This design comes from an exercise in tuning for small area on the open sky130 flow, not from production work. Only simulation tests tie the RTL to the original design; equivalence was not proved. Power and IR drop assume default switching activity.

==> flow/flow/run.sh <==
#!/bin/bash
set -euo pipefail
CTS="$(cat flow/cts_args.txt)"
bash standard.sh "CTS_ARGS=$CTS" finish > standard.log 2>&1
==> flow/flow/cts_args.txt <==
-sink_clustering_enable -repair_clock_nets -dont_use_dummy_load -sink_clustering_size 20 -sink_clustering_max_diameter 60 -buf_list sky130_fd_sc_hd__clkbuf_8
==> flow/standard.sh <==
#!/bin/bash
# synth_recipe.tcl (not shown) runs the flow's synth.tcl, then flattens the netlist and writes it again
# the make line also repeats each setting of config.mk as NAME=value (left out here)
make -C /OpenROAD-flow-scripts/flow DESIGN_CONFIG=/design/flow/config.mk WORK_HOME=/design/flow/orfs CLKGATE_MAP_FILE= SYNTH_SCRIPT=/design/flow/synth_recipe.tcl "${@:-finish}"
==> flow/config.mk <==
export PLATFORM = sky130hd
export DESIGN_NAME = Sudoku_Solver
export DESIGN_NICKNAME = Sudoku_Solver
export VERILOG_FILES = /design/flow/design.v
export SDC_FILE = /design/flow/constraint.sdc
export NUM_CORES = 4
export LEC_CHECK = 0
export ABC_AREA = 1
export CAP_MARGIN = 40
export CORE_MARGIN = 2
export CORE_UTILIZATION = 50
export PLACE_DENSITY = 0.65
export SLEW_MARGIN = 20
==> flow/constraint.sdc <==
create_clock -name core_clock -period 10.0 [get_ports {i_Clk}]
set_input_delay 2.0000 -clock core_clock [delete_from_list [all_inputs] [get_ports {i_Clk}]]
set_output_delay 2.0000 -clock core_clock [all_outputs]
set_load 0.01 [all_outputs]
==> flow/design.v <==
module Sudoku_Solver
	#(parameter p_CLKs_PB = 16)  
	(input i_Clk,
	 input i_Rx_UART,
	 input i_Switch_1,
	 output logic o_Tx_UART);
	localparam [1:0] RX = 2'd0, SOLVE = 2'd1, TX = 2'd2;
	wire rst = i_Switch_1;
	logic [269:0] ring;
	wire [9:0] head = ring[269:260];
	logic [1:0] p_cb, p_ri, p_rb;        
	logic [1:0] t_ci, t_cb, t_ri, t_rb;  
	logic [8:0] mask;                    
	logic       s;                       
	logic [1:0] ph;
	logic       f;
	logic       busy;                    
	logic       pend;                    
	logic [3:0] timer, idx, data;
	function automatic [11:0] dpd_dec(input [9:0] c);
		logic p, q, r, s_, t, u, v, w, x, y;
		{p, q, r, s_, t, u, v, w, x, y} = c;
		if (!v)
			dpd_dec = {1'b0, p, q, r, 1'b0, s_, t, u, 1'b0, w, x, y};
		else case ({w, x})
			2'b00: dpd_dec = {1'b0, p, q, r, 1'b0, s_, t, u, 3'b100, y};
			2'b01: dpd_dec = {1'b0, p, q, r, 3'b100, u, 1'b0, s_, t, y};
			2'b10: dpd_dec = {3'b100, r, 1'b0, s_, t, u, 1'b0, p, q, y};
			default: case ({s_, t})
				2'b00: dpd_dec = {3'b100, r, 3'b100, u, 1'b0, p, q, y};
				2'b01: dpd_dec = {3'b100, r, 1'b0, p, q, u, 3'b100, y};
				2'b10: dpd_dec = {1'b0, p, q, r, 3'b100, u, 3'b100, y};
				default: dpd_dec = {3'b100, r, 3'b100, u, 3'b100, y};
			endcase
		endcase
	endfunction
	function automatic [9:0] dpd_enc(input [11:0] g);
		logic a, b, c, d, e, f_, g_, h, i, j, k, m;
		{a, b, c, d, e, f_, g_, h, i, j, k, m} = g;
		case ({a, e, i})
			3'b000: dpd_enc = {b, c, d, f_, g_, h, 1'b0, j, k, m};
			3'b001: dpd_enc = {b, c, d, f_, g_, h, 3'b100, m};
			3'b010: dpd_enc = {b, c, d, j, k, h, 3'b101, m};
			3'b011: dpd_enc = {b, c, d, 2'b10, h, 3'b111, m};
			3'b100: dpd_enc = {j, k, d, f_, g_, h, 3'b110, m};
			3'b101: dpd_enc = {f_, g_, d, 2'b01, h, 3'b111, m};
			3'b110: dpd_enc = {j, k, d, 2'b00, h, 3'b111, m};
			default: dpd_enc = {2'b00, d, 2'b11, h, 3'b111, m};
		endcase
	endfunction
	wire [11:0] dg = dpd_dec(head);
	wire [3:0] d0 = dg[11:8], d1 = dg[7:4], d2 = dg[3:0];
	wire z0 = d0 == 4'd0, z1 = d1 == 4'd0, z2 = d2 == 4'd0;
	wire tick = &timer;
	wire last = p_rb[1] & p_ri[1] & p_cb[1];
	wire e_rb = p_rb == t_rb;
	wire e_ri = p_ri == t_ri;
	wire e_cb = p_cb == t_cb;
	wire row  = e_rb & e_ri;
	wire at_t = row & e_cb;
	logic [1:0] r;
	wire [1:0] rsel = ph == TX ? (!z0 ? 2'd0 : !z1 ? 2'd1 : 2'd2) : r;
	logic [3:0] dr;
	always_comb
		case (rsel)
			2'd0:    dr = d0;
			2'd1:    dr = d1;
			default: dr = d2;
		endcase
	logic zj;
	always_comb
		case (t_ci)
			2'd0:    zj = z0;
			2'd1:    zj = z1;
			2'd2:    zj = z2;
			default: zj = 1'b0;
		endcase
	function automatic [8:0] onehot(input [3:0] d);
		for (int n = 0; n < 9; n++)
			onehot[n] = d == 4'(n + 1);
	endfunction
	wire peer = !s | row | (e_rb & e_cb) | (e_cb & r == t_ci);
	wire [8:0] seen = peer ? onehot(dr) : 9'd0;
	wire [8:0] zm = ~mask;
	wire single = (zm & (zm - 9'd1)) == 9'd0;
	wire [3:0] digit = {zm[7] | zm[8],
			    zm[3] | zm[4] | zm[5] | zm[6],
			    zm[1] | zm[2] | zm[5] | zm[6],
			    zm[0] | zm[2] | zm[4] | zm[6] | zm[8]};
	wire any_z  = z0 | z1 | z2;
	wire any_nz = !(z0 & z1 & z2);
	wire special = ph == SOLVE ? any_z : any_nz;
	wire tx_go    = ph == TX & !busy & f & any_nz;
	wire rx_start = ph == RX & !busy & tick & !i_Rx_UART;
	wire rx_wr    = ph == RX & pend & at_t;
	wire done_t   = at_t & r[1];
	wire s_next   = ph == SOLVE & (s ? !done_t : zj);
	logic       wr;
	logic [1:0] wsel;
	logic [3:0] wval;
	always_comb begin
		wsel = t_ci;
		case (ph)
			RX:      begin wr = rx_wr;                wval = data;  end
			SOLVE:   begin wr = s & done_t & single;  wval = digit; end
			default: begin wr = tx_go;                wval = 4'd0;
				       wsel = !z0 ? 2'd0 : !z1 ? 2'd1 : 2'd2; end
		endcase
	end
	wire [3:0] n0 = wr && wsel == 2'd0 ? wval : d0;
	wire [3:0] n1 = wr && wsel == 2'd1 ? wval : d1;
	wire [3:0] n2 = wr && wsel == 2'd2 ? wval : d2;
	always_ff @(posedge i_Clk)
		ring <= {ring[259:0], dpd_enc({n0, n1, n2})};
	always_ff @(posedge i_Clk) begin
		p_cb <= p_cb[1] ? 2'd0 : p_cb + 2'd1;
		if (p_cb[1]) begin
			p_ri <= p_ri[1] ? 2'd0 : p_ri + 2'd1;
			if (p_ri[1])
				p_rb <= p_rb[1] ? 2'd0 : p_rb + 2'd1;
		end
		f <= last | (f & !special);
		case (ph)
			RX: begin
				if (rx_wr) begin
					t_ci <= t_ci[1] ? 2'd0 : t_ci + 2'd1;
					if (t_ci[1]) begin
						t_cb <= t_cb[1] ? 2'd0 : t_cb + 2'd1;
						if (t_cb[1]) begin
							t_ri <= t_ri[1] ? 2'd0 : t_ri + 2'd1;
							if (t_ri[1])
								t_rb <= t_rb + 2'd1;
						end
					end
				end
				if (t_rb == 2'd3)
					ph <= SOLVE;
			end
			SOLVE: begin
				if (!s)
					{t_rb, t_ri, t_cb} <= {p_rb, p_ri, p_cb};
				if (last && !s_next)
					t_ci <= t_ci[1] ? 2'd0 : t_ci + 2'd1;
				if (last && f && !special && !busy)
					ph <= TX;
			end
			default: ;
		endcase
		s <= s_next;
		if (!s_next)
			r <= 2'd2;
		else if (!s)
			r <= 2'd0;
		else if (at_t)
			r <= r + 2'd1;
		mask <= (s ? mask : 9'd0) | seen;
		timer <= timer + 4'd1;
		if (rx_start) begin
			busy <= 1'b1;
			idx <= 4'd1;
		end else if (tx_go) begin
			busy <= 1'b1;
			idx <= 4'd15;
		end else if (tick && busy) begin
			idx <= idx + 4'd1;
			if (idx == 4'd9)
				busy <= 1'b0;
		end
		if (tx_go)
			data <= dr;
		else if (tick && busy && idx >= 4'd1 && idx <= 4'd4)
			data <= {i_Rx_UART, data[3:1]};
		if (tick && busy && idx == 4'd4)
			pend <= 1'b1;
		else if (rx_wr)
			pend <= 1'b0;
		if (rst) begin
			{p_rb, p_ri, p_cb} <= 6'd0;
			{t_rb, t_ri, t_cb, t_ci} <= 8'd0;
			ph <= RX;
			busy <= 1'b0;
			pend <= 1'b0;
			timer <= 4'd0;
		end
	end
	always_comb
		if (!(ph == TX && busy) || idx == 4'd15)
			o_Tx_UART = 1'b1;
		else if (idx >= 4'd1 && idx <= 4'd4)
			o_Tx_UART = data[0];
		else
			o_Tx_UART = idx == 4'd5 || idx == 4'd6 || idx == 4'd9;
endmodule
==> run summary, run 1 <==
- Vias in the first global route: 4518
- Min-Delay Path Class: flip-flop to flip-flop
- CP max FO: 4
- Cell taking the most area after synthesis: dfxtp_1
- Largest net degree at the start of global routing: 21
- Post-CTS Hold Fix Bufs: 0
- Avg Cell Area, Syn: 11.4 sq um
- Antenna violations before repair: 0
- Slowest-stage cell, CP: clkdlybuf4s50_1
- Syn nets: 752
- Global placer's final weighted congestion: 0.896
- Fillers: 1419
- Total track usage: 14.3%
- Hold path start: ring[27]
- Final Slew Violations: 0
- Final Hold Vio Count: 0
- Chip Height: 134 microns
- CTS tree: yes
- Die ar.: 0.0180 sq mm
- Top area cells in the synthesized netlist: dfxtp_1 (73%), nand2_1 (5.4%), inv_1 (2.8%), o21ai_0 (2.5%), nor2_1 (1.9%)
- Final HPWL DP: 8380 microns
- Post-Place Setup Slack: 6220 ps
- Clock Skews: 38.0 ps
- Total iterations of the first detailed-routing run: 5
- Synthesis-to-layout area growth: 6.67%
- Skew-Pair Late Insertion Delay: 530 ps
- Most frequent cells in the layout: dfxtp_1 (309), nand2_1 (123), inv_1 (64)
- RR Endpoint: mask[8]
- Max frequency: 0.227 GHz
- CTS Buffer Depth: 3
- Layout Nets: 773
- Post-route ant nets: 0
- # IOs: 4
- Num CTS Buffers: 20
- Startpoint types: flip-flop
- Worst-path cell chain: inv_1 -> ha_1 -> o21a_1 -> nand2_1 -> o221ai_1 -> nand3_1 -> clkdlybuf4s50_1
- Initial Util: 51.1%
- Final period util: 44.0%
- CP Data Required Time: 8000 ps
- Post-CTS sizing: 0
- Critical path arrival: 2400 ps
- DR vias: 4683
- DRC violation count after routing: 0
- Status: no timing/DRC/antenna violations
- Die width: 134 microns
- Fin Setup TNS: 0 ps
- Most common cell after layout, fill and taps aside: dfxtp_1
- R2r worst-path depth: 17
- Post-synth ARST share: 0%
- Commonest register cell after synthesis: dfxtp_1
- RSZ-0062 raised after global routing: false
- Crit end category: output pin
- R2R Path Start: ring[265]
- Worst Hold Path EP: ring[37]
- Gate Count Post-Synth: 742
- Register area share after synthesis: 74.4%
- Core area: 0.0166 sq mm
- Post-synth EDFFs: 4
- Gr ovfl total: 0
- Syn Std Cell Area: 0.00848 sq mm
- Global-route wire length before repair: 21100 microns
- Number of placement rows: 47
- I/O Buffers: 3
- DP Cell Count: 961
- Max-slew headroom: 53.2%
- Cell variety after synth: 41
- Yosys top cell area share: 73.0%
- Ant diodes: 0
- Clock Tree Root: clkbuf_8
- Least-Margin Pin Slew: 695 ps
- Hold Path Depth: 0
- Worst path max stage delay: 540 ps
- Leakage: 3.74 nW
- Vias per inst: 4.77
- Clock transition at path regs: 110 ps
- PnR worst setup slack: 5600 ps
- H-tree levels: 1
- Register Area: 0.00631 sq mm
- Post-CTS Setup Inserts: 0
- Multi-input logic area: 0.00189 sq mm
- Detailed Route WL: 12400 microns
- # setup viols final: 0
- Min Tclk post-route: 4400 ps
- Register-to-Register Setup Slack: 7640 ps
- DR WL/cell: 12.6 microns
- Yosys reg bits: 313
- Setup CP Type: flip-flop to output pin
- Initial DRC Count: 285
- Clock sink count: 313
- PD cells: 199 mW/mm^2
- Worst vdd ir: 141 uV
- Layout cell share with drive strength beyond 1: 9.33%
- Synth Warn #: 1
- Fin cells: 981
- Max-cap check violation count: 0
stage by stage:
step	area [sq um]	util, %	power (mW)	hold slack (ps)
floorplan	8480	-	1.31	310
global placement	8770	52.9	1.31	310
detailed placement	8770	52.9	1.31	312
CTS	9040	54.5	1.82	318
global route	9040	54.5	1.87	318
finish	9040	54.5	1.80	317
synthesized netlist by cell type (6+ instances only):
cell	instances
a21oi_1	23
dfxtp_1	309
nand4_1	7
inv_1	64
nand2_1	123
nor3_1	7
nand2_2	11
o21ai_0	43
ha_1	7
nand3_1	28
nand3_2	8
xor2_1	6
o22ai_1	6
nor2_1	43
how the worst max path moves through the flow:
stage,to,slack (ps),from
floorplan,o_Tx_UART,6890,idx[0]
finish,o_Tx_UART,5600,idx[0]
CTS,o_Tx_UART,5620,idx[0]
detailed placement,o_Tx_UART,6220,idx[0]
global route,o_Tx_UART,5460,idx[1]
global placement,o_Tx_UART,6330,idx[0]
cells by family after synthesis:
family | share of synthesized area [%]
AOI/OAI and AO/OA | 6.67
xor gates and xnor gates | 0.620
adders and majority gates | 1.03
buffers and inverters | 3.36
DFF | 74.4
and+or+nand+nor | 13.9
sequential cells by signal (all words and copies together), names as in the netlist, 4 cells and up:
name / cells
data: 4
ring: 270
mask: 9
idx: 4
timer: 4
critical path, delay by kind of cell (launching register included):
kind / cells / cell delay, ps
buffers and inverters: 2 / 660
DFF: 1 / 420
AOI/OAI and AO/OA: 2 / 350
adders and majority gates: 1 / 230
and+or+nand+nor: 2 / 220
layer usage:
layer / GRT usage (%) / share of wire (%)
met5: 0 / 0
met4: 5.03 / 3.2
met3: 2.65 / 4.6
met2: 22.5 / 44
met1: 19.8 / 49
area by class of cell:
cell class / count / area share (%)
clock buffer: 20 / 3.04
inverter: 71 / 2.99
multi-input combinational: 354 / 20.9
sequential: 313 / 69.7
tap: 220 / 3.04
timing repair buffer: 3 / 0.332
where the power goes:
part / switching (mW) / internal, mW
Sequential: 0.00567 / 1.27
Combinational: 0.00896 / 0.00502
Clock: 0.332 / 0.181
==> run 2, diff against run 1 <==
==> flow/flow/cts_args.txt (replaced) <==
-sink_clustering_enable -repair_clock_nets -dont_use_dummy_load -sink_clustering_size 22 -sink_clustering_max_diameter 50 -buf_list sky130_fd_sc_hd__clkbuf_8
--- a/flow/config.mk
+++ b/flow/config.mk
@@ -8,6 +8,6 @@
 export ABC_AREA = 1
 export CAP_MARGIN = 40
 export CORE_MARGIN = 2
-export CORE_UTILIZATION = 50
-export PLACE_DENSITY = 0.65
+export CORE_UTILIZATION = 70
+export PLACE_DENSITY = 0.85
 export SLEW_MARGIN = 20
==> run 2 against run 1 <==
Compared with the run above: still clean on timing, DRC and antenna; register-to-register slack got worse by 120 ps; power is 0.87% lower; cell count fell by 7.5%; count of clock-buffer cells in the layout is 1 lower; clock skew rose by 14 ps; sequential share of layout area rose by 0.82 points; critical path depth increased by 1; non-clock buffer count unchanged; first-iteration DRC count grew 36%; worst setup slack improved by 91 ps; clock power decreased by 3%; critical path type unchanged; largest power group unchanged.
==> run summary, run 2 <==
- Fraction of the mapped netlist area in compound gates: 6.67% (unchanged)
- Top area cells in the synthesized netlist: dfxtp_1 (73%), nand2_1 (5.4%), inv_1 (2.8%), o21ai_0 (2.5%), nor2_1 (1.9%)
- Final Hold Vio Count: 0 (unchanged)
- Num CTS Buffers: 19 (-5.0%)
- I/O Buffers: 3 (unchanged)
- Avg Cell Area, Syn: 11.4 sq um (unchanged)
- Final Slew Violations: 0 (unchanged)
- Cell taking the most area after synthesis: dfxtp_1
- Largest Register: ring
- Fillers: 751 (-47%)
- Max frequency: 0.232 GHz (+2.1%)
- Worst vdd ir: 161 uV (+14%)
- Critical path origin: idx[1]
- Crit end category: output pin
- Commonest register cell after synthesis: dfxtp_1
- Post-CTS Hold Fix Bufs: 0 (unchanged)
- Net Sw Frac: 19.0% (-0.22 points)
- Startpoint types: flip-flop
- Post-Synth Simple-Gate Area: 13.9% (unchanged)
- Combinational power share: 0.8% (about the same)
- RR Endpoint: mask[0]
- Leakage: 3.74 nW (-0.19%)
- Slowest-stage cell, CP: clkdlybuf4s50_1
- Total track usage: 20.7% (+6.4 points)
- Initial Util: 71.2% (+20 points)
- # IOs: 4 (unchanged)
- Yosys top cell area share: 73.0% (unchanged)
- Synth Area in XOR/XNOR: 0.620% (unchanged)
- Psw: 0.339 mW (-2.0%)
- Fin Setup TNS: 0 ps (unchanged)
- Status: no timing/DRC/antenna violations
- Initial DRC Count: 388 (+36%)
- Largest register FFs: 270 (unchanged)
- Post-synth ARST share: 0% (unchanged)
- Detailed Route WL: 13300 microns (+7.0%)
- Vias per inst: 5.36 (+12%)
- Worst path max stage delay: 540 ps (about the same)
- Register-to-Register Setup Slack: 7520 ps (-120 ps)
- Die width: 114 microns (-15%)
- Number of placement rows: 40 (-15%)
- Yosys reg bits: 313 (unchanged)
- Register area share after synthesis: 74.4% (unchanged)
- Final period util: 43.1% (-0.91 points)
- Chip Height: 114 microns (-15%)
- Synthesis-to-layout area growth: 5.43%
- Fin util: 75.0% (+21 points)
- Least-Margin Pin Slew: 804 ps (+108 ps)
- Layout Nets: 772 (-0.13%)
- Min-Delay Path Class: flip-flop to flip-flop
- Antenna violations before repair: 0 (unchanged)
- Gate Count Post-Synth: 742 (unchanged)
- Global-route wire length before repair: 21600 microns (+2.4%)
- Core area: 0.0119 sq mm (-28%)
- Syn nets: 752 (unchanged)
- Vias in the first global route: 4672 (+3.4%)
- DRC violation count after routing: 0 (unchanged)
- Largest regs: ring: 270 flops, mask: 9 flops
- Max-slew headroom: 45.9% (-7.2 points)
- Gr ovfl total: 0 (unchanged)
- Finished layout cell area: 0.00894 sq mm (-1.2%)
- Critical path arrival: 2310 ps (-90 ps)
- Flop pwr share: 71.4% (+0.7 points)
- Ant diodes: 0 (unchanged)
- Post-synth top cells: dfxtp_1 (309), nand2_1 (123), inv_1 (64)
- Largest net degree at the start of global routing: 23 (+9.5%)
- Die ar.: 0.0130 sq mm (-28%)
- CP Data Required Time: 8000 ps (about the same)
- # setup viols final: 0 (unchanged)
- Synth Area in Adders: 1.03% (unchanged)
- R2R Path Start: ring[265]
- H-tree levels: 1 (unchanged)
- Max-cap check violation count: 0 (unchanged)
- Final HPWL DP: 9250 microns (+10%)
- Most frequent cells in the layout: dfxtp_1 (309), nand2_1 (123), inv_1 (64)
- Setup CP Type: flip-flop to output pin
- Cell variety after synth: 41 (unchanged)
- Most frequent CP cell: inv_1
- Largest family of logic cells by synthesized area: simple AND/OR/NAND/NOR gates
- Worst-path cell chain: inv_1 -> ha_1 -> inv_1 -> nand4_1 -> nand2_1 -> o221ai_1 -> nand3_1 -> clkdlybuf4s50_1
- DR WL/cell: 14.6 microns (+16%)
- R2r worst-path depth: 17 (unchanged)
- Clock transition at path regs: 110 ps (about the same)
- RSZ-0062 raised after global routing: false
- Mux cell area share after synthesis: 0% (unchanged)
- Placed instance area: 0.00868 sq mm (-1.0%)
- Layout cell share with drive strength beyond 1: 9.21% (-0.12 points)
- Skew-Pair Late Insertion Delay: 520 ps (about the same)
- Most common cell after layout, fill and taps aside: dfxtp_1
- Clock sink count: 313 (unchanged)
- Syn Std Cell Area: 0.00848 sq mm (unchanged)
- DR vias: 4859 (+3.8%)
- Total power draw: 1.78 mW (-0.87%)
- Total iterations of the first detailed-routing run: 5 (unchanged)
- Most numerous cell in the Yosys netlist: dfxtp_1
- PD cells: 199 mW/mm^2 (+0.30%)
- Min Tclk post-route: 4310 ps (-90.6 ps)
- CTS Buffer Depth: 3 (unchanged)
- Post-synth EDFFs: 4 (unchanged)
- Int Pwr: 1.44 mW (-0.59%)
- Post-route ant nets: 0 (unchanged)
- Hold_ws: 312 ps (-4.29 ps)
- Worst setup path end: o_Tx_UART
- CTS tree: yes
- Post-CTS Setup Inserts: 0 (unchanged)
- Clock Skews: 52.5 ps (+14.5 ps)
- CP max FO: 4 (unchanged)
- Post-CTS sizing: 0 (unchanged)
- Synth Warn #: 1 (unchanged)
- Clock network fraction of total power: 27.8% (-0.7 points)
- Clock Tree Root: clkbuf_8
- Global placer's final weighted congestion: 0.917 (+2.4%)
-- run 2: worst min path at each step --
stage	slack, ps	depth (start not counted)	to	startpoint
after floorplan	310	0	ring[100]	ring[90]
after global placement	310	0	ring[229]	ring[219]
after detailed placement	310	0	ring[198]	ring[188]
after CTS	310	0	ring[114]	ring[104]
after global routing	330	0	ring[218]	ring[208]
final	310	0	ring[88]	ring[78]
-- run 2: layout make-up --
cell class	instances	area, sq um	share of cell area, %
clock buffer	19	262	2.93
inverter	71	270	3.02
multi-input combinational	354	1890	21.1
sequential	313	6310	70.5
tap	147	184	2.06
timing repair buffer	3	30.0	0.336
-- run 2: logic make-up after synthesis --
logic type                 count (synthesis)
AOI/OAI and AO/OA                         96
and+or+nand+nor                          245
xor gates and xnor gates                   6
buffers and inverters                     75
DFF                                      313
adders and majority gates                  7
-- run 2: layer usage --
metal  global-route usage, %  wire (microns)  vias up
met5                       0               0        -
met4                    6.91             341        0
met3                    3.28             736       34
met2                    34.5            6270      136
met1                    27.9            5920     2302
li1                        -               -     2387
-- run 2: power by group through the flow --
stage,logic (mW),registers [mW],clock network [mW]
final,0.0140,1.27,0.496
after detailed placement,0.0138,1.30,0
after global placement,0.0127,1.30,0
after global routing,0.0156,1.27,0.549
after CTS,0.0138,1.27,0.511
after floorplan,0.0103,1.30,0
-- run 2: stage by stage --
step                worst slack [ps]  std cells
CTS                             5720        907
detailed placement              6290        888
global route                    5510        907
global placement                6360        888
finish                          5690        907
floorplan                       6890        742
-- run 2: critical path: cells and delay by family, from the launching register on --
| family | cells | cell delay (ps) |
|---|---|---|
| buffers and inverters | 3 | 730 |
| flip-flops | 1 | 400 |
| AND/OR/NAND/NOR | 3 | 340 |
| adder cells (fa/ha/maj) | 1 | 210 |
| AO/OA/AOI/OAI | 1 | 110 |
==> run 3, diff against run 2 <==
==> flow/flow/cts_args.txt (replaced) <==
-sink_clustering_enable -repair_clock_nets -dont_use_dummy_load -sink_clustering_size 12 -sink_clustering_max_diameter 40 -buf_list sky130_fd_sc_hd__clkbuf_4
--- a/flow/config.mk
+++ b/flow/config.mk
@@ -8,6 +8,6 @@
 export ABC_AREA = 1
 export CAP_MARGIN = 40
 export CORE_MARGIN = 2
-export CORE_UTILIZATION = 70
-export PLACE_DENSITY = 0.85
+export CORE_UTILIZATION = 30
+export PLACE_DENSITY = 0.5
 export SLEW_MARGIN = 20
==> run 3 against run 2 <==
Compared with the run above: routed wire length shrank 6.5%; sequential power is essentially flat; register-to-register slack gained 70 ps; synthesized cell count is the same; global-route usage shrank 12 points; power grew 0.71%; critical endpoint unchanged.
==> run summary, run 3 <==
- Status: no timing/DRC/antenna violations
- Most frequent cells in the layout: dfxtp_1 (309), nand2_1 (123), inv_1 (64)
- Die ar.: 0.0296 sq mm (+130%)
- Die width: 172 microns (+51%)
- Fin Setup TNS: 0 ps (unchanged)
- CTS Buffer Depth: 3 (unchanged)
- Yosys reg bits: 313 (unchanged)
- Worst vdd ir: 102 uV (-37%)
- Setup CP Type: flip-flop to output pin
- Critical path origin: idx[0]
- Post-Place Setup Slack: 6290 ps (+1.46 ps)
- R2r worst-path depth: 15 (-2)
- Vias in the first global route: 4441 (-4.9%)
- Largest regs: ring: 270 flops, mask: 9 flops
- Met1 WL: 6640 microns (+12%)
- Final Slew Violations: 0 (unchanged)
- Skew-Pair Late Insertion Delay: 610 ps (+90 ps)
- Global-route wire length before repair: 21200 microns (-2.1%)
- Largest net degree at the start of global routing: 20 (-13%)
- Synthesis-to-layout area growth: 8.97%
- Worst path max stage delay: 530 ps (about the same)
- Multi-input logic area: 0.00189 sq mm (unchanged)
- RSZ-0062 raised after global routing: false
- DRC violation count after routing: 0 (unchanged)
- Register area share after synthesis: 74.4% (unchanged)
- Register-to-Register Setup Slack: 7590 ps (+70 ps)
- Most numerous cell in the Yosys netlist: dfxtp_1
- Post-CTS sizing: 0 (unchanged)
- Avg Cell Area, Syn: 11.4 sq um (unchanged)
- Critical path arrival: 2350 ps (+40 ps)
- Final period util: 43.5% (+0.35 points)
- Top sig layer: met4
- Fillers: 2815 (+270%)
- Detailed Route WL: 12400 microns (-6.5%)
- Most common cell after layout, fill and taps aside: dfxtp_1
- I/O Buffers: 3 (unchanged)
- Clock sink count: 313 (unchanged)
- Worst-path cell chain: inv_1 -> ha_1 -> o21a_1 -> nand2_1 -> o221ai_1 -> nand3_1 -> clkdlybuf4s50_1
- Levels on crit path: 7 (-1)
- Chip Height: 172 microns (+51%)
- RR Endpoint: mask[8]
- Global placer's final weighted congestion: 0.811 (-12%)
- Register Area: 0.00631 sq mm (unchanged)
- CP Data Required Time: 8000 ps (about the same)
- Max-slew headroom: 49.1% (+3.2 points)
- Syn nets: 752 (unchanged)
- Final HPWL DP: 8250 microns (-11%)
- CTS tree: yes
- Placed instance area: 0.00897 sq mm (+3.3%)
- Clock Skews: 72.8 ps (+20.4 ps)
- Least-Margin Pin Slew: 757 ps (-47.2 ps)
- Max frequency: 0.230 GHz (-0.80%)
- Clock transition at path regs: 110 ps (about the same)
- Final Hold Vio Count: 0 (unchanged)
- Vias per inst: 4.04 (-24%)
- Initial DRC Count: 281 (-28%)
- Post-synth top cells: dfxtp_1 (309), nand2_1 (123), inv_1 (64)
- Delay-heaviest family, CP: buffers and inverters
- Max-cap check violation count: 0 (unchanged)
- Top area cells in the synthesized netlist: dfxtp_1 (73%), nand2_1 (5.4%), inv_1 (2.8%), o21ai_0 (2.5%), nor2_1 (1.9%)
- Startpoint types: flip-flop
- Number of placement rows: 61 (+53%)
- # setup viols final: 0 (unchanged)
- Cell taking the most area after synthesis: dfxtp_1
- DR WL met2: 4890 microns (-22%)
- Total iterations of the first detailed-routing run: 4 (-1)
- Post-CTS Hold Fix Bufs: 0 (unchanged)
- Initial Util: 30.5% (-41 points)
- Post-synth ARST share: 0% (unchanged)
- DR WL/cell: 10.7 microns (-27%)
- Crit end category: output pin
- Met3 Wirelength: 559 microns (-24%)
- Layout cell share with drive strength beyond 1: 11.2% (+2.0 points)
- Largest Register: ring
- Min Tclk post-route: 4350 ps (+34.6 ps)
- PnR worst setup slack: 5650 ps (-34.6 ps)
- Total track usage: 8.97% (-12 points)
- Min-Delay Path Class: flip-flop to flip-flop
- Post-CTS Setup Inserts: 0 (unchanged)
- Post-route ant nets: 0 (unchanged)
- Num CTS Buffers: 36 (+17)
- Worst setup path end: o_Tx_UART
- Cell variety after synth: 41 (unchanged)
- Gate Count Post-Synth: 742 (unchanged)
- Synth Warn #: 1 (unchanged)
- CP bufs+invs: 2 (-1)
- Fin util: 33.3% (-42 points)
- H-tree levels: 2 (+1)
- # IOs: 4 (unchanged)
- Leakage: 3.77 nW (+0.78%)
- Finished layout cell area: 0.00924 sq mm (+3.4%)
- Largest register FFs: 270 (unchanged)
- Post-synth EDFFs: 4 (unchanged)
- Commonest register cell after synthesis: dfxtp_1
- CP max FO: 4 (unchanged)
- Syn Std Cell Area: 0.00848 sq mm (unchanged)
- R2R Path Start: ring[261]
- DR vias: 4676 (-3.8%)
- Yosys top cell area share: 73.0% (unchanged)
- Clock Tree Root: clkbuf_4
- Slowest-stage cell, CP: clkdlybuf4s50_1
- Antenna violations before repair: 1 (+1)
- Layout Nets: 789 (+2.2%)
- Core area: 0.0278 sq mm (+130%)
- Gr ovfl total: 0 (unchanged)
- PD cells: 194 mW/mm^2 (-2.6%)
==> run 3: cell count changes in the layout (fill, tap and decap cells not counted) <==
cell / before / now
diode_2: 0 / 1
clkbuf_4: 0 / 36
clkbuf_8: 19 / 0
==> run 3: cell type report <==
cell class | count | share of cell area, %
antenna | 1 | 0.0271
clock buffer | 36 | 2.93
inverter | 71 | 2.93
multi-input combinational | 354 | 20.4
sequential | 313 | 68.3
tap | 378 | 5.12
timing repair buffer | 3 | 0.325
==> run 3: worst min path at each step <==
| stage | endpoint | slack, ps | startpoint | cells past startpoint |
|---|---|---|---|---|
| after floorplan | ring[100] | 310 | ring[90] | 0 |
| after detailed placement | ring[232] | 310 | ring[222] | 0 |
| after CTS | ring[260] | 280 | ring[250] | 0 |
| after global routing | ring[117] | 280 | ring[107] | 0 |
| final | ring[117] | 280 | ring[107] | 0 |
| after global placement | ring[219] | 310 | ring[209] | 0 |
==> run 3: per-stage QoR <==
| stage | hold slack, ps | cells | power, mW |
|---|---|---|---|
| after floorplan | 310 | 742 | 1.31 |
| after global placement | 310 | 1119 | 1.31 |
| after detailed placement | 312 | 1119 | 1.31 |
| after CTS | 285 | 1155 | 1.83 |
| after global routing | 280 | 1156 | 1.89 |
| final | 279 | 1156 | 1.80 |
==> run 3: power breakdown <==
group	internal, mW	switching [mW]
registers	1.27	0.00548
clock network	0.167	0.344
logic	0.00501	0.00820
total	1.44	0.357
==> run 3: per-layer routing <==
metal | up-vias | GRT usage, %
met5 | - | 0
met4 | 0 | 4.06
met3 | 28 | 2.52
met2 | 68 | 12.5
met1 | 2133 | 12.8
li1 | 2447 | -
==> run 3: cells by family after synthesis <==
logic type                 after synthesis  share of synthesized area (%)
DFF                                    313                           74.4
and+or+nand+nor                        245                           13.9
AOI/OAI and AO/OA                       96                           6.67
buffers and inverters                   75                           3.36
adders and majority gates                7                           1.03
xor gates and xnor gates                 6                          0.620
==> run 4, diff against run 3 <==
==> flow/flow/run.sh (replaced) <==
#!/bin/bash
# The standard layout (standard.sh), with two changes:
#  - synthesis: flow/my_synth.tcl, the standard flow's synthesis script with abc's mapping script
#    replaced by flow/abc_area.script;
#  - clock tree synthesis: the arguments in flow/cts_args.txt (no dummy loads).
# make/ORFS output goes to standard.log; ORFS's per-step logs are under orfs/logs.
set -euo pipefail
W="$(pwd)"
CTS="$(cat flow/cts_args.txt)"
bash standard.sh "SYNTH_SCRIPT=$W/flow/my_synth.tcl" "FLOW_ABC_SCRIPT=$W/flow/abc_area.script" \
  "CTS_ARGS=$CTS" finish > standard.log 2>&1
==> flow/flow/abc_area.script (new file) <==
strash
&get -n
&dch -f
&nf -R 1000
&put
topo
==> flow/flow/cts_args.txt (replaced) <==
-sink_clustering_enable -repair_clock_nets -dont_use_dummy_load -sink_clustering_size 18 -sink_clustering_max_diameter 40 -buf_list sky130_fd_sc_hd__clkbuf_8
==> flow/flow/my_synth.tcl (new file) <==
# The standard synthesis (synth_recipe.tcl), with abc's mapping script replaced by
# flow/abc_area.script (area-oriented &nf mapping). Registers are mapped by ORFS's
# dfflibmap as in the standard synthesis; only the combinational mapping differs.
proc synth {args} { yosys synth -nofsm -noshare {*}$args }
proc abc {args} {
  set i [lsearch -exact $args -script]
  if { $i >= 0 } { lset args [expr { $i + 1 }] $::env(FLOW_ABC_SCRIPT) }
  yosys abc {*}$args
}
source $::env(SCRIPTS_DIR)/synth.tcl
# left out here: clear keep_hierarchy, flatten, clean up, hide names made inside functions, write 1_2_yosys.v
--- a/flow/config.mk
+++ b/flow/config.mk
@@ -8,6 +8,6 @@
 export ABC_AREA = 1
 export CAP_MARGIN = 40
 export CORE_MARGIN = 2
-export CORE_UTILIZATION = 30
-export PLACE_DENSITY = 0.5
+export CORE_UTILIZATION = 70
+export PLACE_DENSITY = 0.85
 export SLEW_MARGIN = 20
==> run 4 against run 3 <==
Compared with the run above: still clean on timing, DRC and antenna; synthesized area fell by 5.5%; die area fell by 58%; sequential share of layout area rose by 4.8 points; first-iteration DRC count rose by 10%; global-route usage rose by 12 points; hold slack got worse by 17 ps; cell count fell by 33%; utilization rose by 43 points; count of clock-buffer cells in the layout fell by 7; synthesized cell count fell by 20%; critical path type unchanged.
==> run summary, run 4 <==
- Post-Place Setup Slack: 6010 ps (-286 ps)
- Post-CTS Hold Fix Bufs: 0 (unchanged)
- Max-slew headroom: 43.9% (-5.2 points)
- Skew-Pair Late Insertion Delay: 560 ps (-50 ps)
- Total iterations of the first detailed-routing run: 6 (+2)
- Clock Skews: 76.7 ps (+3.87 ps)
- Yosys reg bits: 313 (unchanged)
- Combinational power share: 0.5% (-0.2 points)
- Most numerous cell in the Yosys netlist: dfxtp_1
- Largest register FFs: 270 (unchanged)
- Min Tclk post-route: 4600 ps (+249 ps)
- Cell taking the most area after synthesis: dfxtp_1
- Worst vdd ir: 190 uV (+86%)
- Worst path max stage delay: 580 ps (+50 ps)
- Top area cells in the synthesized netlist: dfxtp_1 (77%), nand2_1 (2.0%), nor2_1 (1.9%), o21ai_0 (1.6%), edfxtp_1 (1.5%)
- Chip Height: 111 microns (-36%)
- Mux cell area share after synthesis: 1.58% (+1.6 points)
- Fin Setup TNS: 0 ps (unchanged)
- DRC violation count after routing: 0 (unchanged)
- Total power draw: 1.88 mW (+4.6%)
- R2r worst-path depth: 15 (unchanged)
- Finished layout cell area: 0.00863 sq mm (-6.6%)
- Post-synth top cells: dfxtp_1 (309), nand2_1 (43), nor2_1 (40)
- Fillers: 654 (-77%)
- Vias in the first global route: 4328 (-2.5%)
- H-tree levels: 1 (-1)
- Post-CTS sizing: 0 (unchanged)
- Hold Path Depth: 0 (unchanged)
- Final Hold Vio Count: 0 (unchanged)
- Layout Nets: 642 (-19%)
- Die ar.: 0.0123 sq mm (-58%)
- Largest net degree at the start of global routing: 23 (+15%)
- Avg Cell Area, Syn: 13.4 sq um (+17%)
- Global-route wire length before repair: 20800 microns (-1.6%)
- Net Sw Frac: 19.3% (-0.64 points)
- Clock sink count: 313 (unchanged)
- Setup CP Type: flip-flop to output pin
- Clock transition at path regs: 90 ps (-20 ps)
- Gate Count Post-Synth: 597 (-20%)
- Register-to-Register Setup Slack: 5800 ps (-1790 ps)
- Largest regs: ring: 270 flops, mask: 9 flops
- RR Endpoint: ring[8]
- PD cells: 218 mW/mm^2 (+12%)
- Largest family of logic cells by synthesized area: simple AND/OR/NAND/NOR gates
- CP max FO: 4 (unchanged)
- Most common cell after layout, fill and taps aside: dfxtp_1
- Delay-heaviest family, CP: buffers and inverters
- Ant diodes: 0 (-1)
- Critical path arrival: 2600 ps (+250 ps)
- Largest Register: ring
- Most frequent cells in the layout: dfxtp_1 (309), nand2_1 (43), nor2_1 (40)
- Initial DRC Count: 310 (+10%)
- Int Pwr: 1.52 mW (+5.4%)
- Worst-path cell chain: clkinv_1 -> ha_1 -> a211oi_1 -> a21oi_1 -> and3_1 -> o21ai_0 -> clkdlybuf4s50_1
- Fraction of the mapped netlist area in compound gates: 8.06% (+1.4 points)
- Min-Delay Path Class: flip-flop to flip-flop
- Worst Hold Path EP: ring[85]
- Yosys top cell area share: 77.2% (+4.3 points)
- Initial Util: 71.1% (+41 points)
- Cell variety after synth: 46 (+12%)
- Post-synth ARST share: 0% (unchanged)
- Syn Std Cell Area: 0.00801 sq mm (-5.5%)
- Multi-input logic area: 0.00166 sq mm (-12%)
- Syn nets: 607 (-19%)
- Number of placement rows: 39 (-36%)
- Fin util: 76.5% (+43 points)
- Max frequency: 0.218 GHz (-5.4%)
- Post-route ant nets: 0 (unchanged)
- CP bufs+invs: 2 (unchanged)
- CTS tree: yes
- Placed instance area: 0.00823 sq mm (-8.2%)
- CP Data Required Time: 8000 ps (about the same)
- Psw: 0.362 mW (+1.3%)
- Clock network fraction of total power: 32.5% (+4.0 points)
- RSZ-0062 raised after global routing: false
- Detailed Route WL: 12500 microns (+0.52%)
- Startpoint types: flip-flop
- Crit end category: output pin
- Global placer's final weighted congestion: 0.889 (+9.6%)
- Commonest register cell after synthesis: dfxtp_1
- Synth Warn #: 1 (unchanged)
- Slowest-stage cell, CP: clkdlybuf4s50_1
- Die width: 111 microns (-36%)
- PnR worst setup slack: 5400 ps (-249 ps)
- Post-CTS Setup Inserts: 0 (unchanged)
- Least-Margin Pin Slew: 841 ps (+84.4 ps)
- Layout cell share with drive strength beyond 1: 4.76% (-6.4 points)
- # setup viols final: 0 (unchanged)
- Vias per inst: 5.45 (+35%)
- R2R Path Start: ring[261]
- Register Area: 0.00631 sq mm (unchanged)
- Total track usage: 20.8% (+12 points)
- CTS Buffer Depth: 3 (unchanged)
- Num CTS Buffers: 29 (-19%)
- Final period util: 46.0% (+2.5 points)
- Antenna violations before repair: 0 (-1)
- Synthesis-to-layout area growth: 7.68%
- Post-synth EDFFs: 4 (unchanged)
- Flop pwr share: 67.0% (-3.8 points)
- Synth Area in XOR/XNOR: 1.31% (+0.69 points)
- DR WL/cell: 16.1 microns (+50%)
- Core area: 0.0113 sq mm (-59%)
- Register area share after synthesis: 78.7% (+4.3 points)
- Status: no timing/DRC/antenna violations
- I/O Buffers: 3 (unchanged)
- Final HPWL DP: 7660 microns (-7.1%)
- Max-cap check violation count: 0 (unchanged)
- # IOs: 4 (unchanged)
- Hold path start: ring[75]
- Final Slew Violations: 0 (unchanged)
- DR vias: 4214 (-9.9%)
- Clock Tree Root: clkbuf_8
- Leakage: 3.44 nW (-8.8%)
- Gr ovfl total: 0 (unchanged)
- Post-Synth Simple-Gate Area: 8.56% (-5.4 points)
- Synth Area in Adders: 1.22% (+0.19 points)
-- run 4: cell count changes after synthesis, sizes merged, moves of 9 or more --
cell / delta
a22o: +9
nor2: -13
nand3: -26
clkinv: +11
o21ai: -27
inv: -70
nand2: -93
-- run 4: stage by stage --
stage | instances | hold slack, ps
floorplan | 597 | 310
global placement | 744 | 310
detailed placement | 744 | 312
CTS | 773 | 249
global route | 773 | 238
finish | 773 | 262
-- run 4: worst max-delay path by stage --
stage	end	slack [ps]	start	cells after the start
after global placement	o_Tx_UART	6130	idx[0]	7
after floorplan	ring[8]	6490	p_rb[1]	12
after CTS	o_Tx_UART	5400	idx[0]	7
after global routing	o_Tx_UART	5280	idx[0]	7
after detailed placement	ring[8]	6010	p_rb[1]	12
final	o_Tx_UART	5400	idx[0]	7
-- run 4: final cells by class --
| cell class | instances | area share (%) |
|---|---|---|
| Multi-Input combinational cell | 272 | 19.2 |
| Inverter | 12 | 0.522 |
| Tap cell | 143 | 2.07 |
| Sequential cell | 313 | 73.1 |
| Timing Repair Buffer | 4 | 0.435 |
| Clock buffer | 29 | 4.63 |
-- run 4: cell families (layout without fill, tap and decap cells) --
group | after synthesis | count (layout)
xor gates and xnor gates | 12 | 12
and+or+nand+nor | 143 | 143
muxes | 12 | 12
adders and majority gates | 8 | 8
DFF | 313 | 313
AOI/OAI and AO/OA | 97 | 97
buffers and inverters | 12 | 45
-- run 4: per-layer routing --
metal / GRT usage [%] / share of wire, % / wire length (microns)
met1: 27.8 / 47 / 5870
met2: 33.9 / 46 / 5730
met3: 4.37 / 4.6 / 570
met4: 8.17 / 2.4 / 297
met5: 0 / 0 / 0
-- run 4: power groups by stage --
stage               registers, mW  clock network [mW]  logic, mW
CTS                          1.26               0.622    0.00896
floorplan                    1.29                   0    0.00567
detailed placement           1.29                   0    0.00887
finish                       1.26               0.610    0.00891
global placement             1.29                   0    0.00850
global route                 1.26               0.668     0.0100
-- run 4: worst reg2reg max path: cells and delay by family (launching register included) --
family / cells / cell delay [ps]
compound gates: 3 / 850
flops: 1 / 490
simple gates: 12 / 2770
==> run 5, diff against run 4 <==
==> flow/flow/abc_area.script (replaced) <==
strash
&get -n
&deepsyn -T 20
&dch -f
&nf -R 1000
&put
strash
&get -n
&dch -f
&nf -R 1000
&put
topo
==> flow/flow/cts_args.txt (replaced) <==
-sink_clustering_enable -repair_clock_nets -dont_use_dummy_load -sink_clustering_size 20 -sink_clustering_max_diameter 60 -buf_list sky130_fd_sc_hd__clkbuf_8
--- a/flow/config.mk
+++ b/flow/config.mk
@@ -8,6 +8,6 @@
 export ABC_AREA = 1
 export CAP_MARGIN = 40
 export CORE_MARGIN = 2
-export CORE_UTILIZATION = 70
-export PLACE_DENSITY = 0.85
+export CORE_UTILIZATION = 30
+export PLACE_DENSITY = 0.5
 export SLEW_MARGIN = 20
==> run 5 against run 4 <==
Compared with the run above: still clean on timing, DRC and antenna; global-route usage shrank 13 points; final area grew 0.96%; sequential share of layout area shrank 0.69 points; worst setup slack gained 200 ps; via count shrank 3.2%; utilization shrank 43 points; clock skew shrank 33 ps; die area grew 130%; largest cell class unchanged; largest power group unchanged; highest routed layer unchanged.
==> run summary, run 5 <==
- CP max FO: 4 (unchanged)
- DR vias: 4079 (-3.2%)
- Global placer's final weighted congestion: 0.805 (-9.4%)
- Cell variety after synth: 44 (-4.3%)
- Delay-heaviest family, CP: buffers and inverters
- Largest register FFs: 270 (unchanged)
- Final Slew Violations: 0 (unchanged)
- Synth Warn #: 1 (unchanged)
- Most frequent cells in the layout: dfxtp_1 (309), nor2_1 (41), nand2_1 (40)
- Clock Tree Root: clkbuf_8
- H-tree levels: 1 (unchanged)
- # IOs: 4 (unchanged)
- Max-slew headroom: 48.0% (+4.0 points)
- Post-CTS Setup Inserts: 0 (unchanged)
- Final HPWL DP: 7440 microns (-2.9%)
- Worst vdd ir: 133 uV (-30%)
- Yosys top cell area share: 77.6% (+0.39 points)
- CP Data Required Time: 8000 ps (about the same)
- R2r worst-path depth: 15 (unchanged)
- Gr busiest metal: met2
- Gate Count Post-Synth: 595 (-0.34%)
- Min-Delay Path Class: flip-flop to flip-flop
- Die ar.: 0.0279 sq mm (+130%)
- Die width: 167 microns (+50%)
- Least-Margin Pin Slew: 779 ps (-62.3 ps)
- Detailed Route WL: 11600 microns (-7.3%)
- Max-cap check violation count: 0 (unchanged)
- Initial DRC Count: 241 (-22%)
- Skew-Pair Late Insertion Delay: 520 ps (-40 ps)
- Max frequency: 0.228 GHz (+4.6%)
- Crit end category: output pin
- Fillers: 2542 (+290%)
- Antenna violations before repair: 0 (unchanged)
- Clock transition at path regs: 110 ps (+20 ps)
- Clock sink count: 313 (unchanged)
- Worst-path cell chain: clkinv_1 -> ha_1 -> nor3b_1 -> nor2b_1 -> a21oi_1 -> o21ai_0 -> clkdlybuf4s50_1
- PD cells: 209 mW/mm^2 (-4.1%)
- Most common cell after layout, fill and taps aside: dfxtp_1
- Synthesis-to-layout area growth: 9.26%
- Ant diodes: 0 (unchanged)
- Most numerous cell in the Yosys netlist: dfxtp_1
- Top area cells in the synthesized netlist: dfxtp_1 (78%), nor2_1 (1.9%), a21oi_1 (1.9%), nand2_1 (1.9%), a22o_1 (1.6%)
- Number of placement rows: 59 (+51%)
- RSZ-0062 raised after global routing: false
- Fin Setup TNS: 0 ps (unchanged)
- Critical path arrival: 2400 ps (-200 ps)
- Total power draw: 1.82 mW (-3.2%)
- Core area: 0.0261 sq mm (+130%)
- Layout Nets: 631 (-1.7%)
- Post-synth EDFFs: 4 (unchanged)
- Syn Std Cell Area: 0.00797 sq mm (-0.50%)
- Startpoint types: flip-flop
- Largest net degree at the start of global routing: 21 (-8.7%)
- Layout cell share with drive strength beyond 1: 3.39% (-1.4 points)
- Gr ovfl total: 0 (unchanged)
- Final Hold Vio Count: 0 (unchanged)
- DRC violation count after routing: 0 (unchanged)
- Vias in the first global route: 4040 (-6.7%)
- Post-CTS sizing: 0 (unchanged)
- Syn nets: 605 (-0.33%)
- Hold Path Depth: 0 (unchanged)
- Met1 Track Usage GR: 11.6% (-16 points)
- Setup CP Type: flip-flop to output pin
- Final period util: 44.0% (-2.0 points)
- Cell taking the most area after synthesis: dfxtp_1
- CTS tree: yes
- Hold path start: ring[220]
- I/O Buffers: 3 (unchanged)
- Commonest register cell after synthesis: dfxtp_1
- Clock Skews: 43.5 ps (-33.2 ps)
- Initial Util: 30.6% (-40 points)
- CP bufs+invs: 2 (unchanged)
- Min Tclk post-route: 4400 ps (-200 ps)
- Post-CTS Hold Fix Bufs: 0 (unchanged)
- Post-synth ARST share: 0% (unchanged)
- R2R Path Start: ring[265]
- Global-route wire length before repair: 19500 microns (-6.4%)
- CTS Buffer Depth: 3 (unchanged)
- Vias per inst: 4.28 (-22%)
- Status: no timing/DRC/antenna violations
- Worst path max stage delay: 490 ps (-90 ps)
- Post-route ant nets: 0 (unchanged)
- Chip Height: 167 microns (+50%)
- RR Endpoint: ring[9]
- Total track usage: 8.30% (-13 points)
- Total iterations of the first detailed-routing run: 4 (-2)
- Yosys reg bits: 313 (unchanged)
- Largest Register: ring
- Largest regs: ring: 270 flops, mask: 9 flops
- Leakage: 3.33 nW (-3.1%)
- Met3 Use GR: 2.09% (-2.3 points)
- Register area share after synthesis: 79.1% (+0.40 points)
- Avg Cell Area, Syn: 13.4 sq um (-0.17%)
- Post-synth top cells: dfxtp_1 (309), nor2_1 (41), nand2_1 (40)
- DR WL/cell: 12.1 microns (-25%)
- Slowest-stage cell, CP: clkdlybuf4s50_1
- Num CTS Buffers: 21 (-28%)
- # setup viols final: 0 (unchanged)
- Worst Hold Path EP: ring[230]
- GRT met2 Usage: 12.6% (-21 points)
- Register-to-Register Setup Slack: 5990 ps (+190 ps)
[run 5: cells by family after synthesis]
kind of cell | count (synthesis) | share of synthesized area [%]
DFF | 313 | 79.1
and+or+nand+nor | 143 | 8.52
AOI/OAI and AO/OA | 103 | 8.52
xor gates and xnor gates | 11 | 1.21
buffers and inverters | 10 | 0.471
muxes | 8 | 1.07
adders and majority gates | 7 | 1.10
[run 5: worst max-delay path by stage]
stage	from	to	slack (ps)	cells after the start
2_1_floorplan	idx[1]	o_Tx_UART	6770	6
3_3_place_gp	i_Switch_1	t_rb[1]	6170	4
3_5_place_dp	ring[262]	ring[6]	6120	16
4_1_cts	idx[1]	o_Tx_UART	5560	7
5_1_grt	idx[1]	o_Tx_UART	5410	7
6_report	idx[1]	o_Tx_UART	5600	7
[run 5: final cells by class]
cell class,count,area [sq um],area share (%)
inverter,10,37.5,0.431
timing repair buffer,3,30.0,0.345
clock buffer,21,289,3.32
tap,335,419,4.81
multi-input combinational,272,1630,18.7
sequential,313,6310,72.4
[run 5: routing by layer]
metal	vias up	part of all wire [%]
met3	24	4.4
met2	66	42
met5	-	0
li1	2057	-
met1	1932	51
met4	0	2.8
[run 5: where the power goes]
| part | leakage (nW) | internal, mW | total, mW | switching (mW) |
|---|---|---|---|---|
| Combinational | 0.650 | 0.0103 | 0.0254 | 0.0151 |
| Sequential | 2.53 | 1.26 | 1.26 | 0.00826 |
| Clock | 0.151 | 0.190 | 0.529 | 0.340 |
[run 5: stage by stage]
step	setup WS, ps	utilization, %	area, sq um	hold slack [ps]	cells
detailed placement	6120	32.3	8420	312	933
finish	5600	33.4	8710	302	954
global placement	6170	32.3	8420	310	933
floorplan	6770	-	7970	310	595
global route	5410	33.4	8710	304	954
CTS	5560	33.4	8710	303	954
==> run 6, diff against run 5 <==
==> flow/flow/abc_area.script (replaced) <==
strash
&get -n
&dch -f
&nf -R 1000
&put
topo
==> run 6 against run 5 <==
Compared with the run above: still clean on timing, DRC and antenna; synthesized cell count is 0.34% higher; via count is 2.2% higher; hold slack worse by 16 ps; clock power about the same; non-clock buffer count rose by 2; final area increased by 0.83%; die area grew 0.49%; first-iteration DRC count grew 5.8%; maximum frequency is 3.5% lower; routed wire length up 3.3%; sequential cell count is the same; critical path depth is the same; largest power group unchanged.
==> run summary, run 6 <==
- Status: no timing/DRC/antenna violations
- Post-synth EDFFs: 4 (unchanged)
- RSZ-0062 raised after global routing: false
- Clock network fraction of total power: 29.5% (+0.4 points)
- Combinational power share: 0.5% (-0.9 points)
- Post-route ant nets: 0 (unchanged)
- CTS Buffer Depth: 3 (unchanged)
- Largest Register: ring
- Final Hold Vio Count: 0 (unchanged)
- Worst path max stage delay: 570 ps (+80 ps)
- Finished layout cell area: 0.00878 sq mm (+0.83%)
- Skew-Pair Late Insertion Delay: 540 ps (+20 ps)
- CP max FO: 4 (unchanged)
- Most common cell after layout, fill and taps aside: dfxtp_1
- Vias per inst: 4.35 (+1.6%)
- Largest net degree at the start of global routing: 23 (+9.5%)
- Post-synth ARST share: 0% (unchanged)
- Die ar.: 0.0280 sq mm (+0.49%)
- Most frequent cells in the layout: dfxtp_1 (309), nand2_1 (43), nor2_1 (40)
- H-tree levels: 1 (unchanged)
- I/O Buffers: 3 (unchanged)
- Min-Delay Path Class: flip-flop to flip-flop
- DRC violation count after routing: 0 (unchanged)
- Global-route wire length before repair: 20700 microns (+6.1%)
- Final HPWL DP: 7540 microns (+1.4%)
- Avg Cell Area, Syn: 13.4 sq um (+0.17%)
- Clock transition at path regs: 100 ps (about the same)
- Max frequency: 0.220 GHz (-3.5%)
- Num CTS Buffers: 22 (+4.8%)
- Synthesis-to-layout area growth: 9.62%
- Leakage: 3.39 nW (+1.8%)
- # setup viols final: 0 (unchanged)
- Yosys top cell area share: 77.2% (-0.39 points)
- PD cells: 205 mW/mm^2 (-1.9%)
- Largest regs: ring: 270 flops, mask: 9 flops
- Post-CTS sizing: 0 (unchanged)
- DR vias: 4167 (+2.2%)
- Setup CP Type: flip-flop to output pin
- Worst vdd ir: 103 uV (-22%)
- Psw: 0.342 mW (-5.7%)
- CP bufs+invs: 2 (unchanged)
- Vias in the first global route: 4183 (+3.5%)
- Max-cap check violation count: 0 (unchanged)
- Crit end category: output pin
- Synth Warn #: 1 (unchanged)
- Fin util: 33.6% (+0.18 points)
- Placed instance area: 0.00847 sq mm (+0.56%)
- Total iterations of the first detailed-routing run: 4 (unchanged)
- CP Data Required Time: 8000 ps (about the same)
- Global placer's final weighted congestion: 0.860 (+6.8%)
- Net Sw Frac: 19.0% (-0.94 points)
- Die width: 167 microns (+0.25%)
- Post-CTS Setup Inserts: 0 (unchanged)
- Clock Tree Root: clkbuf_8
- Gr ovfl total: 0 (unchanged)
- Min Tclk post-route: 4550 ps (+157 ps)
- Cell variety after synth: 46 (+4.5%)
- Clock sink count: 313 (unchanged)
- Total track usage: 8.83% (+0.53 points)
- Int Pwr: 1.46 mW (+0.10%)
- Largest register FFs: 270 (unchanged)
- Most numerous cell in the Yosys netlist: dfxtp_1
- Final period util: 45.5% (+1.6 points)
- DR WL/cell: 12.5 microns (+2.8%)
- CTS tree: yes
- Final Slew Violations: 0 (unchanged)
- Syn nets: 607 (+0.33%)
- Layout Nets: 636 (+0.79%)
- Least-Margin Pin Slew: 781 ps (+1.86 ps)
- Detailed Route WL: 12000 microns (+3.3%)
- Initial Util: 30.7% (+0.067 points)
- Top area cells in the synthesized netlist: dfxtp_1 (77%), nand2_1 (2.0%), nor2_1 (1.9%), o21ai_0 (1.6%), edfxtp_1 (1.5%)
- Syn Std Cell Area: 0.00801 sq mm (+0.50%)
- Max-slew headroom: 48.0% (about the same)
- Clock Skews: 61.6 ps (+18.1 ps)
- Post-CTS Hold Fix Bufs: 0 (unchanged)
- Commonest register cell after synthesis: dfxtp_1
- Post-synth top cells: dfxtp_1 (309), nand2_1 (43), nor2_1 (40)
- Register area share after synthesis: 78.7% (-0.40 points)
- Layout cell share with drive strength beyond 1: 3.85% (+0.45 points)
- Fin Setup TNS: 0 ps (unchanged)
- Core area: 0.0261 sq mm (+0.28%)
- Ant diodes: 0 (unchanged)
- Chip Height: 167 microns (+0.25%)
- Gate Count Post-Synth: 597 (+0.34%)
- Initial DRC Count: 255 (+5.8%)
- Number of placement rows: 59 (unchanged)
- Flop pwr share: 70.0% (+0.5 points)
- # IOs: 4 (unchanged)
- Startpoint types: flip-flop
- Slowest-stage cell, CP: clkdlybuf4s50_1
- Antenna violations before repair: 0 (unchanged)
- Delay-heaviest family, CP: buffers and inverters
- Cell taking the most area after synthesis: dfxtp_1
- Yosys reg bits: 313 (unchanged)
- Critical path arrival: 2550 ps (+150 ps)
- Worst-path cell chain: clkinv_1 -> ha_1 -> a211oi_1 -> a21oi_1 -> and3_1 -> o21ai_0 -> clkdlybuf4s50_1
## run 6: routing by layer
| metal | global-route usage [%] | vias to the layer above | share of wire (%) |
|---|---|---|---|
| met2 | 13.9 | 89 | 43 |
| met1 | 11.9 | 1961 | 49 |
| met4 | 3.86 | 0 | 3.3 |
| met5 | 0 | - | 0 |
| li1 | - | 2082 | - |
| met3 | 1.61 | 35 | 4.5 |
## run 6: power groups by stage
stage	logic (mW)	clock network (mW)	registers, mW
2_1_floorplan	0.00567	0	1.29
3_3_place_gp	0.00880	0	1.29
3_5_place_dp	0.00910	0	1.29
4_1_cts	0.00915	0.570	1.26
5_1_grt	0.0106	0.613	1.26
6_report	0.00941	0.531	1.26
## run 6: layout make-up
cell class / instances / area (sq um)
clock buffer: 22 / 303
fill: 2590 / 17400
inverter: 12 / 45.0
multi-input combinational: 272 / 1660
sequential: 313 / 6310
tap: 335 / 419
timing repair buffer: 5 / 48.8
## run 6: logic make-up after synthesis
| logic type | synth area share, % |
|---|---|
| mux | 1.58 |
| simple gates | 8.56 |
| xor+xnor | 1.31 |
| compound gates | 8.06 |
| flops | 78.7 |
| buf+inv | 0.562 |
| fa+ha+maj | 1.22 |
## run 6: worst paths after layout
check                  from   endpoint  slack, ps  depth (start not counted)
setup / recovery     idx[0]  o_Tx_UART       5450                          7
hold / removal    ring[177]  ring[187]        290                          0
setup reg to reg  ring[265]    ring[8]       5850                         13
hold reg to reg   ring[177]  ring[187]        290                          0
## run 6: per-stage QoR
step	total power [mW]	hold WS (ps)	instances	worst slack (ps)
2_1_floorplan	1.29	310	597	6490
3_3_place_gp	1.30	311	936	6100
3_5_place_dp	1.30	312	936	5990
4_1_cts	1.84	289	958	5430
5_1_grt	1.88	287	959	5220
6_report	1.80	286	959	5450
==> run 7, diff against run 6 <==
==> flow/flow/abc_area.script (replaced) <==
strash
&get -n
&deepsyn -T 20
&dch -f
&nf -R 1000
&put
strash
&get -n
&dch -f
&nf -R 1000
&put
topo
==> flow/flow/cts_args.txt (replaced) <==
-sink_clustering_enable -repair_clock_nets -dont_use_dummy_load -sink_clustering_size 12 -sink_clustering_max_diameter 40 -buf_list sky130_fd_sc_hd__clkbuf_4
==> run 7 against run 6 <==
Compared with the run above: final area shrank 0.93%; die area shrank 0.49%; clock power shrank 2%; critical endpoint unchanged; largest power group unchanged.
==> run summary, run 7 <==
- Initial Util: 30.6% (-0.067 points)
- Clock sink count: 313 (unchanged)
- Post-synth top cells: dfxtp_1 (309), nor2_1 (41), nand2_1 (40)
- Total power draw: 1.81 mW (+0.52%)
- Int Pwr: 1.44 mW (-1.3%)
- Most frequent cells in the layout: dfxtp_1 (309), nor2_1 (41), nand2_1 (40)
- # IOs: 4 (unchanged)
- Vias per inst: 4.32 (-0.55%)
- H-tree levels: 2 (+1)
- Least-Margin Pin Slew: 790 ps (+9.76 ps)
- Largest regs: ring: 270 flops, mask: 9 flops
- Min-Delay Path Class: flip-flop to flip-flop
- # setup viols final: 0 (unchanged)
- Flop pwr share: 69.9% (about the same)
- Max frequency: 0.225 GHz (+2.6%)
- Global placer's final weighted congestion: 0.805 (-6.4%)
- Most common cell after layout, fill and taps aside: dfxtp_1
- R2R Path Start: ring[265]
- Final HPWL DP: 7440 microns (-1.4%)
- Psw: 0.371 mW (+8.4%)
- Most numerous cell in the Yosys netlist: dfxtp_1
- Finished layout cell area: 0.00870 sq mm (-0.93%)
- Layout cell share with drive strength beyond 1: 5.83% (+2.0 points)
- Register-to-Register Setup Slack: 5910 ps (+60 ps)
- Worst vdd ir: 104 uV (+0.42%)
- Placed instance area: 0.00842 sq mm (-0.56%)
- CTS tree: yes
- Die ar.: 0.0279 sq mm (-0.49%)
- Gate Count Post-Synth: 595 (-0.34%)
- Post-Place Setup Slack: 6120 ps (+137 ps)
- Crit end category: output pin
- Yosys reg bits: 313 (unchanged)
- Largest register FFs: 270 (unchanged)
- Initial DRC Count: 182 (-29%)
- Post-synth EDFFs: 4 (unchanged)
- Min Tclk post-route: 4440 ps (-117 ps)
- Max-slew headroom: 47.2% (-0.76 points)
- Clock network fraction of total power: 28.7% (-0.8 points)
- Clock Skews: 66.1 ps (+4.50 ps)
- Avg Cell Area, Syn: 13.4 sq um (-0.17%)
- DR WL/cell: 12.1 microns (-2.6%)
- DRC violation count after routing: 0 (unchanged)
- Setup CP Type: flip-flop to output pin
- Syn Std Cell Area: 0.00797 sq mm (-0.50%)
- Antenna violations before repair: 1 (+1)
- Critical path origin: idx[1]
- Chip Height: 167 microns (-0.24%)
- R2r worst-path depth: 15 (+2)
- Cell taking the most area after synthesis: dfxtp_1
- Post-CTS sizing: 0 (unchanged)
- Synthesis-to-layout area growth: 9.15%
- Syn nets: 605 (-0.33%)
- PD cells: 208 mW/mm^2 (+1.5%)
- Register area share after synthesis: 79.1% (+0.40 points)
- RR Endpoint: ring[9]
- Final Slew Violations: 0 (unchanged)
- Fin Setup TNS: 0 ps (unchanged)
- Worst setup path end: o_Tx_UART
- Number of placement rows: 59 (unchanged)
- Die width: 167 microns (-0.24%)
- Hold_ws: 297 ps (+10.7 ps)
- CP max FO: 4 (unchanged)
- Final period util: 44.4% (-1.2 points)
- Total iterations of the first detailed-routing run: 4 (unchanged)
- RSZ-0062 raised after global routing: false
- Leakage: 3.35 nW (-1.2%)
- Global-route wire length before repair: 19900 microns (-3.8%)
- DR vias: 4196 (+0.70%)
- Gr ovfl total: 0 (unchanged)
- Combinational power share: 1.4% (+0.9 points)
- Detailed Route WL: 11800 microns (-1.4%)
- Clock Tree Root: clkbuf_4
- Skew-Pair Late Insertion Delay: 630 ps (+90 ps)
- Core area: 0.0261 sq mm (-0.28%)
- Vias in the first global route: 4178 (-0.12%)
- CP Data Required Time: 8000 ps (about the same)
- Total track usage: 8.68% (-0.15 points)
- Clock transition at path regs: 110 ps (about the same)
- Largest Register: ring
- Post-route ant nets: 0 (unchanged)
- Post-synth ARST share: 0% (unchanged)
- Largest net degree at the start of global routing: 21 (-8.7%)
- Post-CTS Hold Fix Bufs: 0 (unchanged)
- Cell variety after synth: 44 (-4.3%)
- Yosys top cell area share: 77.6% (+0.39 points)
- CTS Buffer Depth: 3 (unchanged)
- Startpoint types: flip-flop
- PnR worst setup slack: 5560 ps (+117 ps)
- Max-cap check violation count: 0 (unchanged)
- Synth Warn #: 1 (unchanged)
- I/O Buffers: 3 (unchanged)
- Num CTS Buffers: 37 (+68%)
- Final Hold Vio Count: 0 (unchanged)
- Layout Nets: 647 (+1.7%)
- Commonest register cell after synthesis: dfxtp_1
- Status: no timing/DRC/antenna violations
- Net Sw Frac: 20.5% (+1.5 points)
- Critical path arrival: 2440 ps (-110 ps)
- Top area cells in the synthesized netlist: dfxtp_1 (78%), nor2_1 (1.9%), a21oi_1 (1.9%), nand2_1 (1.9%), a22o_1 (1.6%)
- Post-CTS Setup Inserts: 0 (unchanged)
[run 7: cell types whose count changed after synthesis, moves of 3 or more]
cell,delta
o21ai_0,-3
o21a_1,+4
nor2b_1,+4
nand2_1,-3
or2_0,+6
xnor2_1,+4
o211ai_1,-4
a21oi_1,+10
a311oi_1,-3
xor2_1,-5
a22o_1,+6
mux2i_1,-3
a211oi_1,-7
[run 7: routing by layer]
layer | vias up | wire (microns) | global-route usage, %
met5 | - | 0 | 0
met4 | 0 | 378 | 4.42
met3 | 40 | 649 | 2.78
met2 | 95 | 4910 | 12.6
met1 | 1955 | 5840 | 11.6
li1 | 2106 | - | -
[run 7: power groups by stage]
| stage | Sequential [mW] | Clock [mW] | Combinational, mW |
|---|---|---|---|
| after floorplan | 1.29 | 0 | 0.0182 |
| after global placement | 1.29 | 0 | 0.0243 |
| after detailed placement | 1.29 | 0 | 0.0252 |
| after CTS | 1.26 | 0.560 | 0.0253 |
| after global routing | 1.27 | 0.610 | 0.0284 |
| final | 1.26 | 0.520 | 0.0253 |
[run 7: worst min path at each step]
stage | slack [ps] | endpoint | startpoint | cells after the start
final | 300 | ring[237] | ring[227] | 0
after detailed placement | 310 | ring[149] | ring[139] | 0
after global routing | 290 | ring[71] | ring[61] | 0
after global placement | 310 | ring[221] | ring[211] | 0
after floorplan | 310 | ring[100] | ring[90] | 0
after CTS | 290 | ring[71] | ring[61] | 0
[run 7: per-stage QoR]
stage                     util [%]  instances
final                         33.4        971
after global routing          33.4        971
after CTS                     33.4        970
after detailed placement      32.3        933
after global placement        32.3        933
after floorplan                  -        595
[run 7: cells by family after synthesis]
kind of cell / synth area share (%)
DFF: 79.1
and+or+nand+nor: 8.52
xor gates and xnor gates: 1.21
AOI/OAI and AO/OA: 8.52
muxes: 1.07
adders and majority gates: 1.10
buffers and inverters: 0.471
[run 7: layout make-up]
type	instances	area, sq um
diodes	1	2.50
clock buffers	37	278
fillers	2566	17400
inverters	10	37.5
multi-input cells	272	1630
flip-flops and latches	313	6310
well taps	335	419
repair buffers	3	30.0
[run 7: worst max-delay path: stages, from the launching register on]
cell             delay (ps)
dfxtp_1                 380
clkinv_1                150
ha_1                    250
nor3b_1                 240
nor2b_1                  80
a21oi_1                 180
o21ai_0                 110
clkdlybuf4s50_1         490

[port drivers added, routing unchanged]
No port has a modelled driver above. Below, the same layouts with a new extraction and two added sets of constraints.
Step 1, drivers: a clkbuf_16 drives i_Clk and a buf_2 each remaining input, both assumed.
Step 2 adds t to the input delays and takes it off the output delays; t is the mean of the earliest and latest rising clock arrival at the registers after step 1. Input paths then give back, and output paths get back, about the clock's delay inside the block.
Three values: ideal ports, drivers, drivers and shift; two values: the first two.
run | shift t [ns] | setup slack, ns | clock arrival spread, ns | slew at the worst register clock pin (ns) | pins driven straight from the clock port
run 1 | 0.550 | 5.597 / 5.560 / 6.110 | 0.039 / 0.038 | 0.11 / 0.11 | 1
run 2 | 0.532 | 5.688 / 5.655 / 6.186 | 0.052 / 0.053 | 0.12 / 0.12 | 1
run 3 | 0.615 | 5.653 / 5.614 / 6.229 | 0.073 / 0.074 | 0.12 / 0.12 | 1
run 4 | 0.560 | 5.404 / 5.367 / 5.800 | 0.078 / 0.078 | 0.10 / 0.10 | 1
run 5 | 0.543 | 5.605 / 5.565 / 5.987 | 0.045 / 0.045 | 0.11 / 0.11 | 1
run 6 | 0.544 | 5.448 / 5.408 / 5.848 | 0.067 / 0.067 | 0.11 / 0.11 | 1
run 7 | 0.631 | 5.565 / 5.524 / 5.907 | 0.071 / 0.071 | 0.11 / 0.11 | 1
After both steps setup and hold are still met in every run listed.
